Context: an optimization exercise on an open-source flow, tuned for a short achievable clock period and few clock cycles. The choices shown serve that exercise and are no tape-out recipe. In this exercise RTL edits were held to simulation tests only and were not proved equivalent to the original.

== the previous run ==
Design DATAPATH_CON_PIPELINE, start of the top module:
module DATAPATH_CON_PIPELINE(clk,reset,imem_addr,imem_rdata,dmem_addr,dmem_wdata,dmem_we,dmem_rdata);
input clk;
input reset;
output [31:0] imem_addr;
input  [31:0] imem_rdata;
output [31:0] dmem_addr;
output [31:0] dmem_wdata;
output dmem_we;
input  [31:0] dmem_rdata;
localparam OP_R = 6'b000000, OP_ADDI = 6'b001000, OP_SLTI = 6'b001010, OP_ANDI = 6'b001100,
           OP_ORI = 6'b001101, OP_LUI = 6'b001111, OP_LW = 6'b100011, OP_SW = 6'b101011,
           OP_BEQ = 6'b000100, OP_BNE = 6'b000101, OP_J = 6'b000010;
localparam FN_ADD = 6'b100000, FN_SUB = 6'b100010, FN_AND = 6'b100100, FN_OR = 6'b100101,
           FN_NOR = 6'b100111, FN_SLT = 6'b101010;
reg  [31:0] pc;
reg  [31:0] pc_n;
reg  [31:0] pc4;
reg  [31:0] d_inst;
reg  [31:1] d_rs_oh, d_rt_oh;    
reg         d_haz;               
reg         d_rs_x, d_rs_m, d_rs_w;  
reg         d_rt_x, d_rt_m, d_rt_w;  
reg         d_ftaken;            
reg         d_fbad;              
reg  [31:0] d_pc4, d_pc8;    
reg  [15:0] d_tlo;           
reg         d_tc;            
reg         d_valid;
reg  [31:0] x_a;         
reg  [31:0] x_an;        
reg  [31:0] x_b;         
reg  [31:0] x_opb;       
reg  [31:0] x_opbn;      
reg  [31:0] x_alt;       
reg  [31:0] x_alt4;      
reg         x_sub;       
reg         x_r_sum, x_r_and, x_r_or, x_r_nor, x_r_slt, x_r_b;
reg         x_regwrite, x_load, x_store, x_branch, x_bne, x_pred;
reg  [4:0]  x_dest;
reg  [31:0] m_res, m_sd;       
reg  [31:0] m_res_n;           
reg         m_regwrite, m_load, m_store;
reg  [4:0]  m_dest;
reg  [31:0] w_res;
reg         w_regwrite;
reg  [4:0]  w_dest;
reg  [31:1] w_we;        
reg  [31:0] rf [1:31];
assign imem_addr = pc;
wire [31:0] pc8 = pc4 + 32'd4;
wire [16:0] f_tlo = {1'b0, pc4[17:2]} + {1'b0, imem_rdata[15:0]};
wire [31:0] f_jtgt  = {pc4[31:28], imem_rdata[25:0], 2'b00};
wire [31:0] f_jtgt4 = f_jtgt + 32'd4;
wire [5:0]  f_op = imem_rdata[31:26];
wire f_j   = (f_op == OP_J);
wire f_use_rs = (f_op != OP_LUI) & ~f_j;
wire f_use_rt = (f_op == OP_R) | (f_op == OP_SW) | (f_op == OP_BEQ) | (f_op == OP_BNE);
wire [4:0] f_rs = imem_rdata[25:21];
wire [4:0] f_rt = imem_rdata[20:16];
wire f_same = (f_rs == f_rt);
wire f_pred = ((f_op == OP_BNE) & ~f_same) | ((f_op == OP_BEQ) & (f_same | imem_rdata[15]));
wire f_take = f_pred & (imem_rdata[15:8] == {8{imem_rdata[7]}});
wire [8:0] f_lo  = {1'b0, pc4[9:2]} + {1'b0, imem_rdata[7:0]};
  ...
Size: ~8000 cells after synthesis, roughly 1700 flip-flops, ~160 I/O pins, ~74000 sq um of cells after synthesis.
==> flow/config.mk <==
export PLATFORM = sky130hd
export DESIGN_NAME = DATAPATH_CON_PIPELINE
export DESIGN_NICKNAME = DATAPATH_CON_PIPELINE
export VERILOG_FILES = /design/flow/design.v
export SDC_FILE = /design/flow/constraint.sdc
export NUM_CORES = 4
export LEC_CHECK = 0
export ABC_AREA = 1
export CAP_MARGIN = 20
export CORE_MARGIN = 2
export CORE_UTILIZATION = 40
export SETUP_SLACK_MARGIN = 5.0
export SLEW_MARGIN = 20
export TNS_END_PERCENT = 100
==> flow/constraint.sdc <==
create_clock -name core_clock -period 7.5 [get_ports {clk}]
set_input_delay 1.5000 -clock core_clock [delete_from_list [all_inputs] [get_ports {clk}]]
set_output_delay 1.5000 -clock core_clock [all_outputs]
set_load 0.01 [all_outputs]
run.sh (not shown) runs the stock make flow with config.mk's settings and CLKGATE_MAP_FILE= SYNTH_SCRIPT=/design/flow/synth_recipe.tcl, a recipe that flattens the netlist after the stock synthesis.
Testbench counts of the previous run, summed over its fixed seeds: cycles 77,981.
The following lists how the current run was set up differently from the previous run:
-- flow/design.v --
<<< the previous run, line 101
           FN_NOR = 6'b100111, FN_SLT = 6'b101010;
reg  [31:0] pc;
reg  [31:0] pc_n;
reg  [31:0] pc4;
reg  [31:0] d_inst;
reg  [31:1] d_rs_oh, d_rt_oh;    
reg         d_haz;               
reg         d_rs_x, d_rs_m, d_rs_w;  
>>> the current run, line 101
           FN_NOR = 6'b100111, FN_SLT = 6'b101010;
reg  [31:0] pc;
reg  [31:0] pc4;
reg  [31:0] d_inst;
reg  [31:1] d_rs_oh, d_rt_oh;    
reg  [31:1] d_rs_ohn, d_rt_ohn;  
reg         d_haz;               
reg         d_rs_x, d_rs_m, d_rs_w;  
<<< the previous run, line 208
  rd_rt = 32'd0;
  for (ri = 1; ri < 32; ri = ri + 1) begin
    rd_rs = rd_rs | ({32{d_rs_oh[ri]}} & rf[ri]);
    rd_rt = rd_rt | ({32{d_rt_oh[ri]}} & rf[ri]);
  end
end
wire [31:0] rf_rs = d_rs_w ? w_res : rd_rs;
wire [31:0] rf_rt = d_rt_w ? w_res : rd_rt;
wire [31:0] imm_val = is_lui ? {imm16, 16'd0} :
                      (is_andi | is_ori) ? {16'd0, imm16} : {{16{imm16[15]}}, imm16};
>>> the current run, line 208
  rd_rt = 32'd0;
  for (ri = 1; ri < 32; ri = ri + 1) begin
    rd_rs = rd_rs | ({{16{~d_rs_ohn[ri]}}, {16{d_rs_oh[ri]}}} & rf[ri]);
    rd_rt = rd_rt | ({{16{~d_rt_ohn[ri]}}, {16{d_rt_oh[ri]}}} & rf[ri]);
  end
end
wire [31:0] imm_val = is_lui ? {imm16, 16'd0} :
                      (is_andi | is_ori) ? {16'd0, imm16} : {{16{imm16[15]}}, imm16};
<<< the previous run, line 221
wire a_ex = d_rs_x;
wire t_ex = d_rt_x;
wire [31:0] a_other = d_rs_m ? m_val : rf_rs;
wire [31:0] t_other = d_rt_m ? m_val : rf_rt;
wire [31:0] b_other = is_r ? t_other : imm_val;
wire sub = f_sub | f_slt | is_slti;
wire [31:0] sum, a_and_b, a_or_b;
>>> the current run, line 219
wire a_ex = d_rs_x;
wire t_ex = d_rt_x;
wire sa_m  = use_rs & ~d_rs_x & d_rs_m;
wire sa_w  = use_rs & ~d_rs_x & ~d_rs_m & d_rs_w;
wire sa_rf = use_rs & ~d_rs_x & ~d_rs_m & ~d_rs_w;
wire st_m  = ~d_rt_x & d_rt_m;
wire st_w  = ~d_rt_x & ~d_rt_m & d_rt_w;
wire st_rf = ~d_rt_x & ~d_rt_m & ~d_rt_w;
wire [31:0] a_other = ({32{sa_m}} & m_val) | ({32{sa_w}} & w_res) | ({32{sa_rf}} & rd_rs);
wire [31:0] t_other = ({32{st_m}} & m_val) | ({32{st_w}} & w_res) | ({32{st_rf}} & rd_rt);
wire [31:0] b_other = ({32{is_r & st_m}} & m_val) | ({32{is_r & st_w}} & w_res) |
                      ({32{is_r & st_rf}} & rd_rt) | ({32{~is_r}} & imm_val);
wire sub = f_sub | f_slt | is_slti;
wire [31:0] sum, a_and_b, a_or_b;
<<< the previous run, line 235
wire mp_eq = x_branch & ~(x_bne ^ x_pred);     
wire mp_ne = x_branch & (x_bne ^ x_pred);      
wire [31:0] pc_nx  = stall ? ~pc_n : id_redirect ? d_tgt  : f_j ? f_jtgt  : f_take ? f_btgt  : pc4;
wire [31:0] pc4_nx = stall ? pc4 : id_redirect ? d_tgt4 : f_j ? f_jtgt4 : f_take ? f_btgt4 : pc8;
always @(posedge clk) begin
  pc  <= reset ? 32'd0 : eq ? (mp_eq ? x_alt : pc_nx) : (mp_ne ? x_alt : pc_nx);
  pc_n <= ~(reset ? 32'd0 : eq ? (mp_eq ? x_alt : pc_nx) : (mp_ne ? x_alt : pc_nx));
  pc4 <= reset ? 32'd4 : eq ? (mp_eq ? x_alt4 : pc4_nx) : (mp_ne ? x_alt4 : pc4_nx);
  if (reset | mispredict | id_redirect) d_valid <= 1'b0;
>>> the current run, line 240
wire mp_eq = x_branch & ~(x_bne ^ x_pred);     
wire mp_ne = x_branch & (x_bne ^ x_pred);      
wire [31:0] pc_nx  = stall ? pc  : id_redirect ? d_tgt  : f_j ? f_jtgt  : f_take ? f_btgt  : pc4;
wire [31:0] pc4_nx = stall ? pc4 : id_redirect ? d_tgt4 : f_j ? f_jtgt4 : f_take ? f_btgt4 : pc8;
always @(posedge clk) begin
  pc  <= reset ? 32'd0 : eq ? (mp_eq ? x_alt : pc_nx) : (mp_ne ? x_alt : pc_nx);
  pc4 <= reset ? 32'd4 : eq ? (mp_eq ? x_alt4 : pc4_nx) : (mp_ne ? x_alt4 : pc4_nx);
  if (reset | mispredict | id_redirect) d_valid <= 1'b0;
<<< the previous run, line 268
  d_rs_oh <= stall ? d_rs_dec : f_rs_oh;
  d_rt_oh <= stall ? d_rt_dec : f_rt_oh;
  x_a     <= a_ex ? alu : (use_rs ? a_other : 32'd0);
  x_an    <= ~(a_ex ? alu : (use_rs ? a_other : 32'd0));
  x_b     <= t_ex ? alu : t_other;
  x_opb   <= (is_r & t_ex) ? (sub ? ~alu : alu) : (sub ? ~b_other : b_other);
>>> the current run, line 272
  d_rs_oh <= stall ? d_rs_dec : f_rs_oh;
  d_rt_oh <= stall ? d_rt_dec : f_rt_oh;
  d_rs_ohn <= ~(stall ? d_rs_dec : f_rs_oh);
  d_rt_ohn <= ~(stall ? d_rt_dec : f_rt_oh);
  x_a     <= a_ex ? alu : a_other;
  x_an    <= ~(a_ex ? alu : a_other);
  x_b     <= t_ex ? alu : t_other;
  x_opb   <= (is_r & t_ex) ? (sub ? ~alu : alu) : (sub ? ~b_other : b_other);
Going from the previous run to the current run, flip-flop and latch count grew slightly. On register area share after synthesis, the lower figure sits with the current run, not the previous run. From the previous run to the current run, I/O pin count did not move at all. Diff the previous run..the current run | via count | negligible. Last weighted congestion value of the routability-driven placer for the current run is higher than for the previous run. Area growth from synthesis to layout essentially unchanged between the previous run and the current run. Comparing the current run and the previous run, the higher proportion of cell area occupied by registers is on the previous run.
Testbench counts of the current run, summed over its fixed seeds: cycles 77,981.

==> separate check: timing with driven ports <==
In the flow no input, the clock included, has a driving cell. The finished layouts below were timed again as built, in two steps.
Step 1: set_driving_cell puts a clkbuf_16 on clk and a buf_2 on each other input, an assumption about the parent block.
Step 2 adds t to the input delays and takes it off the output delays; t is the mean of the earliest and latest rising clock arrival at the registers after step 1. Input paths then give back, and output paths get back, about the clock's delay inside the block.
a / b / c = no drivers / after step 1 / after step 2; a / b = the first two.
run | shift t [ns] | setup WS [ns] | slew at the worst register clock pin (ns) | cell pins on the clock port's net
the previous run | 0.910 | 4.655 / 4.573 / 4.020 | 0.07 / 0.07 | 1
the current run | 0.928 | 4.674 / 4.580 / 4.026 | 0.07 / 0.07 | 1
After both steps setup and hold are still met in every run listed. For the current run, which loses most, drivers alone change the setup slack by -0.094 ns; drivers and shift together by -0.648 ns.
